This is an optimization exercise on Yosys and OpenROAD, whose aim is small area and a short achievable clock period, not a production implementation.
Only simulation tests tie the RTL to the original design; equivalence was not proved.
No activity file was given, so power comes from the tool's default toggle rates.

## UART_TRANSMITTER
module UART_TRANSMITTER (
	input clock_i, reset_n_i, data_write_i,
	input [7:0] data_i,
	input [5:0] data_buffer_full_thres_i,
	input [1:0] baudrate_select_i,
	output data_buffer_full_o,
	output uart_tx_o
);
Size in the first run: about 21 I/O pins.
export LEC_CHECK = 0
export CAP_MARGIN = 20
export CORE_MARGIN = 2
export CORE_UTILIZATION = 60
export CTS_CLUSTER_DIAMETER = 100
export CTS_CLUSTER_SIZE = 33
export SETUP_SLACK_MARGIN = 3.2
export SLEW_MARGIN = 20
export SYNTH_HIERARCHICAL = 1
export SYNTH_MINIMUM_KEEP_SIZE = 0
create_clock -name core_clock -period 6.0 [get_ports {clock_i}]
standard.sh (not shown) runs the stock make flow with config.mk's settings and CLKGATE_MAP_FILE= SYNTH_SCRIPT=/design/flow/synth_recipe.tcl, a recipe that flattens the netlist after the stock synthesis.
==> flow/flow/run.sh <==
#!/bin/bash
# The standard layout, with the ports buffered by plain buffers instead of
# ORFS's default choice (a delay cell that repair cannot resize out of its
# footprint). Everything else is the standard.sh unchanged.
set -euo pipefail
export BUFFER_PORTS_ARGS="-buffer_cell sky130_fd_sc_hd__buf_2"
bash standard.sh > standard.log 2>&1
The first run finished clean.
==> next run, changes <==
--- a/flow/config.mk
+++ b/flow/config.mk
@@ -11,3 +11,5 @@
 export CTS_CLUSTER_DIAMETER = 100
-export CTS_CLUSTER_SIZE = 33
+export CTS_CLUSTER_SIZE = 30
+export GPL_ROUTABILITY_DRIVEN = 0
+export GPL_TIMING_DRIVEN = 0
 export SETUP_SLACK_MARGIN = 3.2
Effect:
- hold slack gains 0.014 ns
- design area went up by 1.8%
- die area does not change
- routed wire length went up by 0.92%
==> next run, changes <==
--- a/flow/config.mk
+++ b/flow/config.mk
@@ -10,6 +10,4 @@
 export CORE_UTILIZATION = 60
-export CTS_CLUSTER_DIAMETER = 100
-export CTS_CLUSTER_SIZE = 30
-export GPL_ROUTABILITY_DRIVEN = 0
-export GPL_TIMING_DRIVEN = 0
+export CTS_CLUSTER_DIAMETER = 50
+export CTS_CLUSTER_SIZE = 36
 export SETUP_SLACK_MARGIN = 3.2
Effect: The new run ran to the end with no violations; setup slack stays flat; routed wire length rose by 0.79%; clock skew went up by 0.012 ns; die area stays the same.
==> next run, changes <==
--- a/flow/config.mk
+++ b/flow/config.mk
@@ -10,4 +10,4 @@
 export CORE_UTILIZATION = 60
-export CTS_CLUSTER_DIAMETER = 50
-export CTS_CLUSTER_SIZE = 36
+export CTS_CLUSTER_DIAMETER = 100
+export CTS_CLUSTER_SIZE = 30
 export SETUP_SLACK_MARGIN = 3.2
Core utilization drops by 3.0 points.
Clock power drops by 35%.
Clock-buffer cell count drops by 7.
Combinational power is about the same.
Maximum frequency climbs by 0.45%.
Global-route usage drops by 0.43 points.
Worst setup slack improves by 0.013 ns.
Power drops by 12%.
Via count drops by 2.7%.
Sequential share of layout area climbs by 2.8 points.
==> next run, changes <==
--- a/flow/config.mk
+++ b/flow/config.mk
@@ -12,3 +12,3 @@
 export CTS_CLUSTER_SIZE = 30
-export SETUP_SLACK_MARGIN = 3.2
+export SETUP_SLACK_MARGIN = 2.9
 export SLEW_MARGIN = 20
Routed wire length went up slightly. First-iteration DRC count shrinks by roughly a tenth. Power stays flat. Clock power climbs slightly. Global-route usage rose by 0.32 points. Sequential share of layout area rises by 0.69 points. Count of clock-buffer cells in the layout is unchanged. Clock skew barely changes.
==> next run, changes <==
--- a/flow/config.mk
+++ b/flow/config.mk
@@ -7,2 +7,3 @@
 export LEC_CHECK = 0
+export ABC_AREA = 1
 export CAP_MARGIN = 20
@@ -12,3 +13,3 @@
 export CTS_CLUSTER_SIZE = 30
-export SETUP_SLACK_MARGIN = 2.9
+export SETUP_SLACK_MARGIN = 3.2
 export SLEW_MARGIN = 20
Clock power went down by about 0.7%.
Worst setup slack gains 0.074 ns.
Synthesized area went up by 2.4%.
Power went up by 5.2%.
Register-to-register slack gains 0.36 ns.

---

== run A ==
Another version of the RTL of UART_TRANSMITTER (not shown whole).
Size in the first run: roughly 670 cells after synthesis, about 300 flip-flops, roughly 21 I/O pins, roughly 8400 um2 of cells after synthesis.
==> flow/design.v (excerpt) <==
module UART_TRANSMITTER (
	input clock_i, reset_n_i, data_write_i,
	input [7:0] data_i,
	input [5:0] data_buffer_full_thres_i,
	input [1:0] baudrate_select_i,
	output data_buffer_full_o,
	output uart_tx_o
);
reg [7:0] num;
reg w;
always @(*)
	case (baudrate_select_i)
		2'd0: w = num[4];
		2'd1: w = num[5];
		2'd2: w = num[6];
		default: w = num[7];
	endcase
always @(posedge clock_i)
	num <= reset_n_i ? (w ? 8'd0 : num + 8'd1) : 8'd0;
wire tick = reset_n_i & w;
localparam IDLE = 4'd3, START = 4'd8, PARITY = 4'd1, STOP = 4'd2;
reg [3:0] ph;
reg [5:0] cnt;
wire nonempty = cnt != 6'd0;
wire done = tick & (ph == STOP);
wire [5:0] match, x1;
wire [1:0] miss;
genvar i;
generate
	for (i = 0; i < 6; i = i + 1) begin : cmp
		G_NAND2 p (.a(data_buffer_full_thres_i[i]), .b(cnt[i]), .y(x1[i]));
		G_O21AI m (.a1(data_buffer_full_thres_i[i]), .a2(cnt[i]), .b1(x1[i]), .y(match[i]));
	end
endgenerate
G_NAND3 n0 (.a(match[0]), .b(match[1]), .c(match[2]), .y(miss[0]));
G_NAND3 n1 (.a(match[3]), .b(match[4]), .c(match[5]), .y(miss[1]));
G_NOR2 n2 (.a(miss[0]), .b(miss[1]), .y(data_buffer_full_o));
wire full = cnt == data_buffer_full_thres_i;
wire wr = data_write_i & ~full;
wire [5:0] cnt_up = done ? cnt : cnt + 6'd1;
wire [5:0] cnt_kp = done ? cnt - 6'd1 : cnt;
always @(posedge clock_i)
	cnt <= reset_n_i ? (wr ? cnt_up : cnt_kp) : 6'd0;
always @(posedge clock_i)
	if (!reset_n_i)
		ph <= IDLE;
	else if (tick & (ph != IDLE | nonempty))
		ph <= (ph == IDLE) ? START : ph + 4'd1;
reg [255:0] R;             
reg [4:0] sw, sr;          
reg cm;                    
reg hc;                    
reg [7:0] D1;              
reg v1;                    
wire [4:0] sw1 = sw + 5'd1;
wire [3:0] E = sw1[4:1];   
wire ins = (wr & ~sw[0]) | v1;
wire [7:0] nidata;
G_MUX2I8 dmux (.a(data_i), .b(D1), .s(v1), .y(nidata));
wire [7:0] idata = ~nidata;
wire hclr = (ph[3:2] == 2'd0) & (ph != IDLE) & ~hc & (sr == 5'd0);
wire clr = ~reset_n_i | hclr | (cm & (sr != 5'd0));
wire [7:0] tapa = ~R[255:248];    
wire [7:0] tapb = ~R[127:120];    
always @(posedge clock_i) begin
	D1 <= data_i;
	v1 <= wr & sw[0];
end
always @(posedge clock_i)
	if (!reset_n_i) begin
		sw <= 5'd1;
		sr <= 5'd1;
		cm <= 1'b1;
		hc <= 1'b0;
	end else begin
		sw <= wr ? sw : sw1;
		sr <= hclr ? sr : sr + 5'd1;
		cm <= cm & (sr != 5'd0);
		hc <= done ? 1'b0 : (hc | hclr);
	end
reg nb, par, txq;
  ...
export LEC_CHECK = 0
export CAP_MARGIN = 20
export CORE_MARGIN = 2
export CORE_UTILIZATION = 60
export CTS_BUF_LIST = sky130_fd_sc_hd__clkbuf_8
export CTS_CLUSTER_DIAMETER = 100
export CTS_CLUSTER_SIZE = 18
export SETUP_SLACK_MARGIN = 3.2
export SLEW_MARGIN = 20
export SYNTH_HIERARCHICAL = 1
export SYNTH_MINIMUM_KEEP_SIZE = 0
create_clock -name core_clock -period 6.0 [get_ports {clock_i}]
Scripts as last shown in full above: flow/flow/run.sh
Run A: no failed stages, no open violations at the end
The inputs of run B differ from those of run A as listed below.
--- a/flow/config.mk
+++ b/flow/config.mk
@@ -6,4 +6,5 @@
 export NUM_CORES = 4
 export LEC_CHECK = 0
+export ABC_AREA = 1
 export CAP_MARGIN = 20
 export CORE_MARGIN = 2
Notes after the runs:
Run B -> run A: clock period minus final worst setup slack flat. Summary of run B over run A: worst setup slack roughly the same, part of the power in registers dropped 0.2 points, number of ordinary and repair buffers in the finished layout moved down. Looking at count of fill cells added during filler insertion, run B sits above run A. Run B: finished layout cell area is about 1% higher than what run A reported. Run A -> run B: source-to-sink clock delay at the later pin of the worst-skew pair flat. Combinational fraction of design power was lower in the run labelled run A.
Here is what was changed in the inputs of run C compared with run B.
--- a/flow/config.mk
+++ b/flow/config.mk
@@ -6,5 +6,4 @@
 export NUM_CORES = 4
 export LEC_CHECK = 0
-export ABC_AREA = 1
 export CAP_MARGIN = 20
 export CORE_MARGIN = 2
@@ -12,5 +11,5 @@
 export CTS_BUF_LIST = sky130_fd_sc_hd__clkbuf_8
 export CTS_CLUSTER_DIAMETER = 100
-export CTS_CLUSTER_SIZE = 18
+export CTS_CLUSTER_SIZE = 16
 export SETUP_SLACK_MARGIN = 3.2
 export SLEW_MARGIN = 20
Findings:
| register fraction of the total cell area | run C vs run B | 0.49 points higher |
Run B ended up with more cell instances than run C did.
Delta (run C minus run B): final critical-path required period has remained practically unchanged, non-clock buffer count up 3, core utilization increased 0.28 points.
Clock network power share is higher on run C
Wire length of the first global-routing pass grows slightly when moving from run B to run C.
The share of power burned in combinational logic number comes out higher for run B vs run C.
Re met1 usage in global routing: run C and run B aren't equal, and the higher value belongs to run C.
Looking at multiplexer fraction of the synthesized cell area, run C sits 3.7 points above run B.
Inputs modified between run C and run D:
--- a/flow/config.mk
+++ b/flow/config.mk
@@ -10,6 +10,6 @@
 export CORE_UTILIZATION = 60
 export CTS_BUF_LIST = sky130_fd_sc_hd__clkbuf_8
-export CTS_CLUSTER_DIAMETER = 100
-export CTS_CLUSTER_SIZE = 16
+export CTS_CLUSTER_DIAMETER = 60
+export CTS_CLUSTER_SIZE = 18
 export SETUP_SLACK_MARGIN = 3.2
 export SLEW_MARGIN = 20
Between run D and run C, the difference in design area is negligible. ~same final core utilization in run D and run C. Comparing run D and run C, the lower global routing met1 resource utilization was measured on run D. | fraction of power spent switching nets | higher: run D |. Run D -> run C: number of diodes delta 0, exact match.
For run E, these inputs were changed with respect to run D:
--- a/flow/config.mk
+++ b/flow/config.mk
@@ -9,7 +9,7 @@
 export CORE_MARGIN = 2
 export CORE_UTILIZATION = 60
-export CTS_BUF_LIST = sky130_fd_sc_hd__clkbuf_8
-export CTS_CLUSTER_DIAMETER = 60
-export CTS_CLUSTER_SIZE = 18
+export CTS_CLUSTER_DIAMETER = 100
+export CTS_CLUSTER_SIZE = 30
+export PLACE_DENSITY = 0.8
 export SETUP_SLACK_MARGIN = 3.2
 export SLEW_MARGIN = 20
==> comparison <==
Area growth from synthesis to layout, run E and run D: larger value in run E
Total wire length on run E is behind run D.
Cmp run E and run D / number of detailed-routing iterations run before antenna repair / lower: run D
Changes observed in run E relative to run D: worst-case setup margin in the final layout shows a reduction of 46 ps, share of the clock period used by the worst path increased by 0.77 points relative to the old numbers, global-route track usage on met3 decreased 1.6 points.
Comparing run E and run D, the lower total internal power was measured on run D.
Between run D and run E, the flow reports non-clock buffer count decreasing by a few percent.

---

Another version of the RTL of UART_TRANSMITTER (not shown whole).
For scale: roughly 790 cells after synthesis.
// UART_TRANSMITTER
module UART_TRANSMITTER (
	input clock_i, reset_n_i, data_write_i,
	input [7:0] data_i,
	input [5:0] data_buffer_full_thres_i,
	input [1:0] baudrate_select_i,
	output data_buffer_full_o,
	output uart_tx_o
);
clock: 6.0 ns
lec_check: 0
abc_area: 1
cap_margin: 20
core_margin: 2
core_utilization: 60
cts_cluster_diameter: 100
cts_cluster_size: 30
setup_slack_margin: 3.4
slew_margin: 20
synth_hierarchical: 1
synth_minimum_keep_size: 0
Scripts as last shown in full above: flow/flow/run.sh
The starting point completed with no timing, DRC or antenna violations.
Change:
--- a/flow/config.mk
+++ b/flow/config.mk
@@ -14 +14 @@
-export SETUP_SLACK_MARGIN = 3.4
+export SETUP_SLACK_MARGIN = 3.2
Effect: Sequential cell count does not change. Synthesized cell count stays the same. Routed wire length decreases by 5.6%. Sequential share of layout area increases by 2.3 points. Setup slack improved by 64 ps. Clock skew increases by 4.1 ps. Utilization decreases by 2.4 points. Count of clock-buffer cells in the layout is unchanged. Sequential power stays flat. Via count decreases by 4.0%. Cell count decreases by 1.6%.

---

Setup of red:
The RTL this note starts from:
==> flow/design.v <==
module UART_TRANSMITTER (
	input clock_i, reset_n_i, data_write_i,
	input [7:0] data_i,
	input [5:0] data_buffer_full_thres_i,
	input [1:0] baudrate_select_i,
	output data_buffer_full_o,
	output uart_tx_o
);
reg [7:0] num;
reg w;
always @(*)
	case (baudrate_select_i)
		2'd0: w = num[4];
		2'd1: w = num[5];
		2'd2: w = num[6];
		default: w = num[7];
	endcase
always @(posedge clock_i)
	num <= reset_n_i ? (w ? 8'd0 : num + 8'd1) : 8'd0;
wire tick = reset_n_i & w;
reg [3:0] ph;
reg [5:0] cnt;
wire nonempty = cnt != 6'd0;
wire done = tick & (ph == 4'd11);
assign data_buffer_full_o = cnt == data_buffer_full_thres_i;
wire wr = data_write_i & ~data_buffer_full_o;
wire [5:0] cnt_up = done ? cnt : cnt + 6'd1;
wire [5:0] cnt_kp = done ? cnt - 6'd1 : cnt;
always @(posedge clock_i)
	cnt <= reset_n_i ? (wr ? cnt_up : cnt_kp) : 6'd0;
always @(posedge clock_i)
	if (!reset_n_i)
		ph <= 4'd0;
	else if (tick)
		ph <= (ph == 4'd0) ? {3'd0, nonempty} : (ph == 4'd11) ? 4'd0 : ph + 4'd1;
reg [7:0] H;
reg hv, par, txq;
wire shift = tick & (ph >= 4'd1) & (ph <= 4'd8);
always @(posedge clock_i)
	if (!reset_n_i)
		txq <= 1'b1;
	else if (tick)
		txq <= (ph == 4'd0) ? ~nonempty :
		       (ph <= 4'd8) ? H[0] :
		       (ph == 4'd9) ? par : 1'b1;
always @(posedge clock_i)
	if (shift)
		par <= (ph == 4'd1 ? 1'b0 : par) ^ H[0];
assign uart_tx_o = txq;
reg [255:0] R;             
reg [4:0] sw, sr;          
reg cm;                    
reg [7:0] D1;              
reg v1;                    
wire rempty = sw == sr;
wire [4:0] sw1 = sw + 5'd1;
wire [3:0] E = sw1[4:1];   
wire blk = v1 & (E == 4'd0);
wire ld = ~hv & ~rempty & (sr == 5'd0) & ~blk;
wire direct = wr & ~hv & rempty;
wire rw = wr & ~direct;
wire ins = (rw & ~sw[0]) | v1;
wire [7:0] idata = v1 ? D1 : data_i;
wire [7:0] nidata = ~idata;
wire clr = ~reset_n_i | ld | (cm & (sr != 5'd0));
wire [7:0] tapv = ~R[255:248];
always @(posedge clock_i) begin
	D1 <= data_i;
	v1 <= rw & sw[0];
end
always @(posedge clock_i)
	if (!reset_n_i) begin
		sw <= 5'd1;
		sr <= 5'd1;
		cm <= 1'b1;
	end else begin
		sw <= rw ? sw : sw1;
		sr <= ld ? sr : sr + 5'd1;
		cm <= cm & (sr != 5'd0);
	end
always @(posedge clock_i) begin
	if (ld)
		H <= tapv;
	else if (direct)
		H <= data_i;
	else if (shift)
		H <= {1'b0, H[7:1]};
end
always @(posedge clock_i)
	if (!reset_n_i)
		hv <= 1'b0;
	else if (ld | direct)
		hv <= 1'b1;
	else if (shift & (ph == 4'd8))
		hv <= 1'b0;
genvar m;
generate
	for (m = 0; m < 16; m = m + 1) begin : stage
		wire sel = ins & (E == m);
		if (m == 0) begin : tap
			always @(posedge clock_i)
				R[7:0] <= (tapv & {8{~clr}}) | ({8{sel & reset_n_i}} & idata);
		end else if (m % 2 == 1) begin : inv
			wire [7:0] d;
			RING_AOI g (.a(R[16*m-8 +: 8]), .d(idata), .s(sel), .y(d));
			always @(posedge clock_i)
				R[16*m +: 8] <= d;
		end else begin : noninv
			wire [7:0] d;
			RING_OAI g (.a(R[16*m-8 +: 8]), .nd(nidata), .ns(~sel), .y(d));
			always @(posedge clock_i)
				R[16*m +: 8] <= d;
		end
		always @(posedge clock_i)
			R[16*m+8 +: 8] <= R[16*m +: 8];
	end
endgenerate
endmodule
module RING_AOI (
	input [7:0] a, d,
	input s,
	output [7:0] y
);
assign y = ~(a | ({8{s}} & d));
endmodule
module RING_OAI (
	input [7:0] a, nd,
	input ns,
	output [7:0] y
);
assign y = ~(a & ({8{ns}} | nd));
endmodule
clock: 6.0 ns
lec_check: 0
cap_margin: 20
core_margin: 2
core_utilization: 60
cts_cluster_diameter: 100
cts_cluster_size: 30
setup_slack_margin: 2.9
slew_margin: 20
synth_hierarchical: 1
synth_minimum_keep_size: 0
Scripts as last shown in full above: flow/flow/run.sh
Changes in blue relative to red:
Settings: CTS_CLUSTER_DIAMETER: 100 -> 40; CTS_CLUSTER_SIZE: 30 -> 50.
## What came out
The non-clock buffer share of cell area on red is in line with that on blue.
Between blue and red, it is blue whose sequential cell fraction of total power is lower, by 7.5 points.
Relative to red, total wire length after detailed routing has increased by about 3.4% in blue.
For blue, the highest-utilization routing layer at the global route stage was met2, unlike red, where it was met1.
[compare] base=red new=blue: sequential share of layout area went down by 3.5 points; routed wire length on met3 went down by about 13%; sum of internal, switching and leakage power went up by 14%; pin slew with the least headroom to its limit was more or less identical; final cell count went up by 35.
blue vs red — design area rose about 6%.
When blue is measured against red, its clock-buffer cell count turns out 13 higher.
Edits applied to the flow inputs when going from blue to green:
Settings: CTS_CLUSTER_DIAMETER changed from 40 to 50; CTS_CLUSTER_SIZE changed from 50 to 32; CORE_UTILIZATION changed from 60 to 40.
## What came out
Diff blue -> green | power | down by a few percent. Final routed DRC violation total came out exactly the same in green and blue. green — total via count after detailed routing 4.5% lower, blue as reference. A critical path's slowest cell of sky130_fd_sc_hd__xnor2_1 is what blue shows, while sky130_fd_sc_hd__nand4_1 belongs to green.

==> separate check: timing with driven ports <==
No port has a modelled driver above. Below, the same layouts with a new extraction and two added sets of constraints.
Step 1 sets driving cells, clkbuf_16 on the clock port and buf_2 on the other inputs (assumed; they add their load-dependent delay and slew).
Step 2 times the ports against the registers' clock, not the clock port: input delays grow and output delays shrink by t, the midpoint of the rising clock arrivals with the driver on.
Slacks: ideal / step 1 / step 2; pairs: ideal / step 1.
run	t (ns)	setup slack, ns	hold WS [ns]	clock arrival spread, ns	slew at the worst register clock pin (ns)
the first run of note 1	0.508	3.064 / 3.024 / 2.618	0.314 / 0.314 / 0.314	0.030 / 0.031	0.12 / 0.12
the second run of note 1	0.516	3.050 / 2.997 / 2.637	0.327 / 0.327 / 0.327	0.017 / 0.017	0.12 / 0.12
the third run of note 1	0.544	3.052 / 3.011 / 2.689	0.317 / 0.317 / 0.317	0.028 / 0.028	0.09 / 0.09
the fourth run of note 1	0.507	3.065 / 3.024 / 2.631	0.321 / 0.321 / 0.321	0.022 / 0.022	0.12 / 0.12
the fifth run of note 1	0.504	2.990 / 2.970 / 2.617	0.317 / 0.317 / 0.317	0.022 / 0.022	0.12 / 0.12
the sixth run of note 1	0.513	3.064 / 3.034 / 2.886	0.326 / 0.326 / 0.326	0.014 / 0.014	0.11 / 0.11
run A	0.538	3.065 / 3.017 / 2.634	0.304 / 0.304 / 0.304	0.042 / 0.042	0.12 / 0.12
run B	0.549	3.064 / 3.010 / 2.733	0.319 / 0.319 / 0.319	0.028 / 0.027	0.12 / 0.12
run C	0.549	3.067 / 3.019 / 2.582	0.317 / 0.317 / 0.317	0.022 / 0.022	0.11 / 0.11
run D	0.542	3.067 / 3.022 / 2.545	0.322 / 0.322 / 0.322	0.027 / 0.027	0.11 / 0.11
run E	0.516	3.021 / 2.960 / 2.637	0.329 / 0.329 / 0.329	0.021 / 0.021	0.11 / 0.11
the first run of note 3	0.512	3.021 / 2.978 / 2.870	0.326 / 0.326 / 0.326	0.015 / 0.015	0.11 / 0.11
the second run of note 3	0.506	3.085 / 3.052 / 2.753	0.319 / 0.319 / 0.319	0.024 / 0.024	0.12 / 0.12
red	0.525	2.987 / 2.968 / 2.542	0.332 / 0.332 / 0.332	0.023 / 0.022	0.11 / 0.11
blue	0.571	2.988 / 2.969 / 2.522	0.321 / 0.321 / 0.321	0.016 / 0.016	0.07 / 0.07
green	0.561	2.948 / 2.927 / 2.603	0.309 / 0.309 / 0.309	0.037 / 0.038	0.10 / 0.10
After both steps every run listed still meets setup and hold. For run D, which loses most, drivers alone change the setup slack by -0.045 ns; drivers and shift together by -0.522 ns.
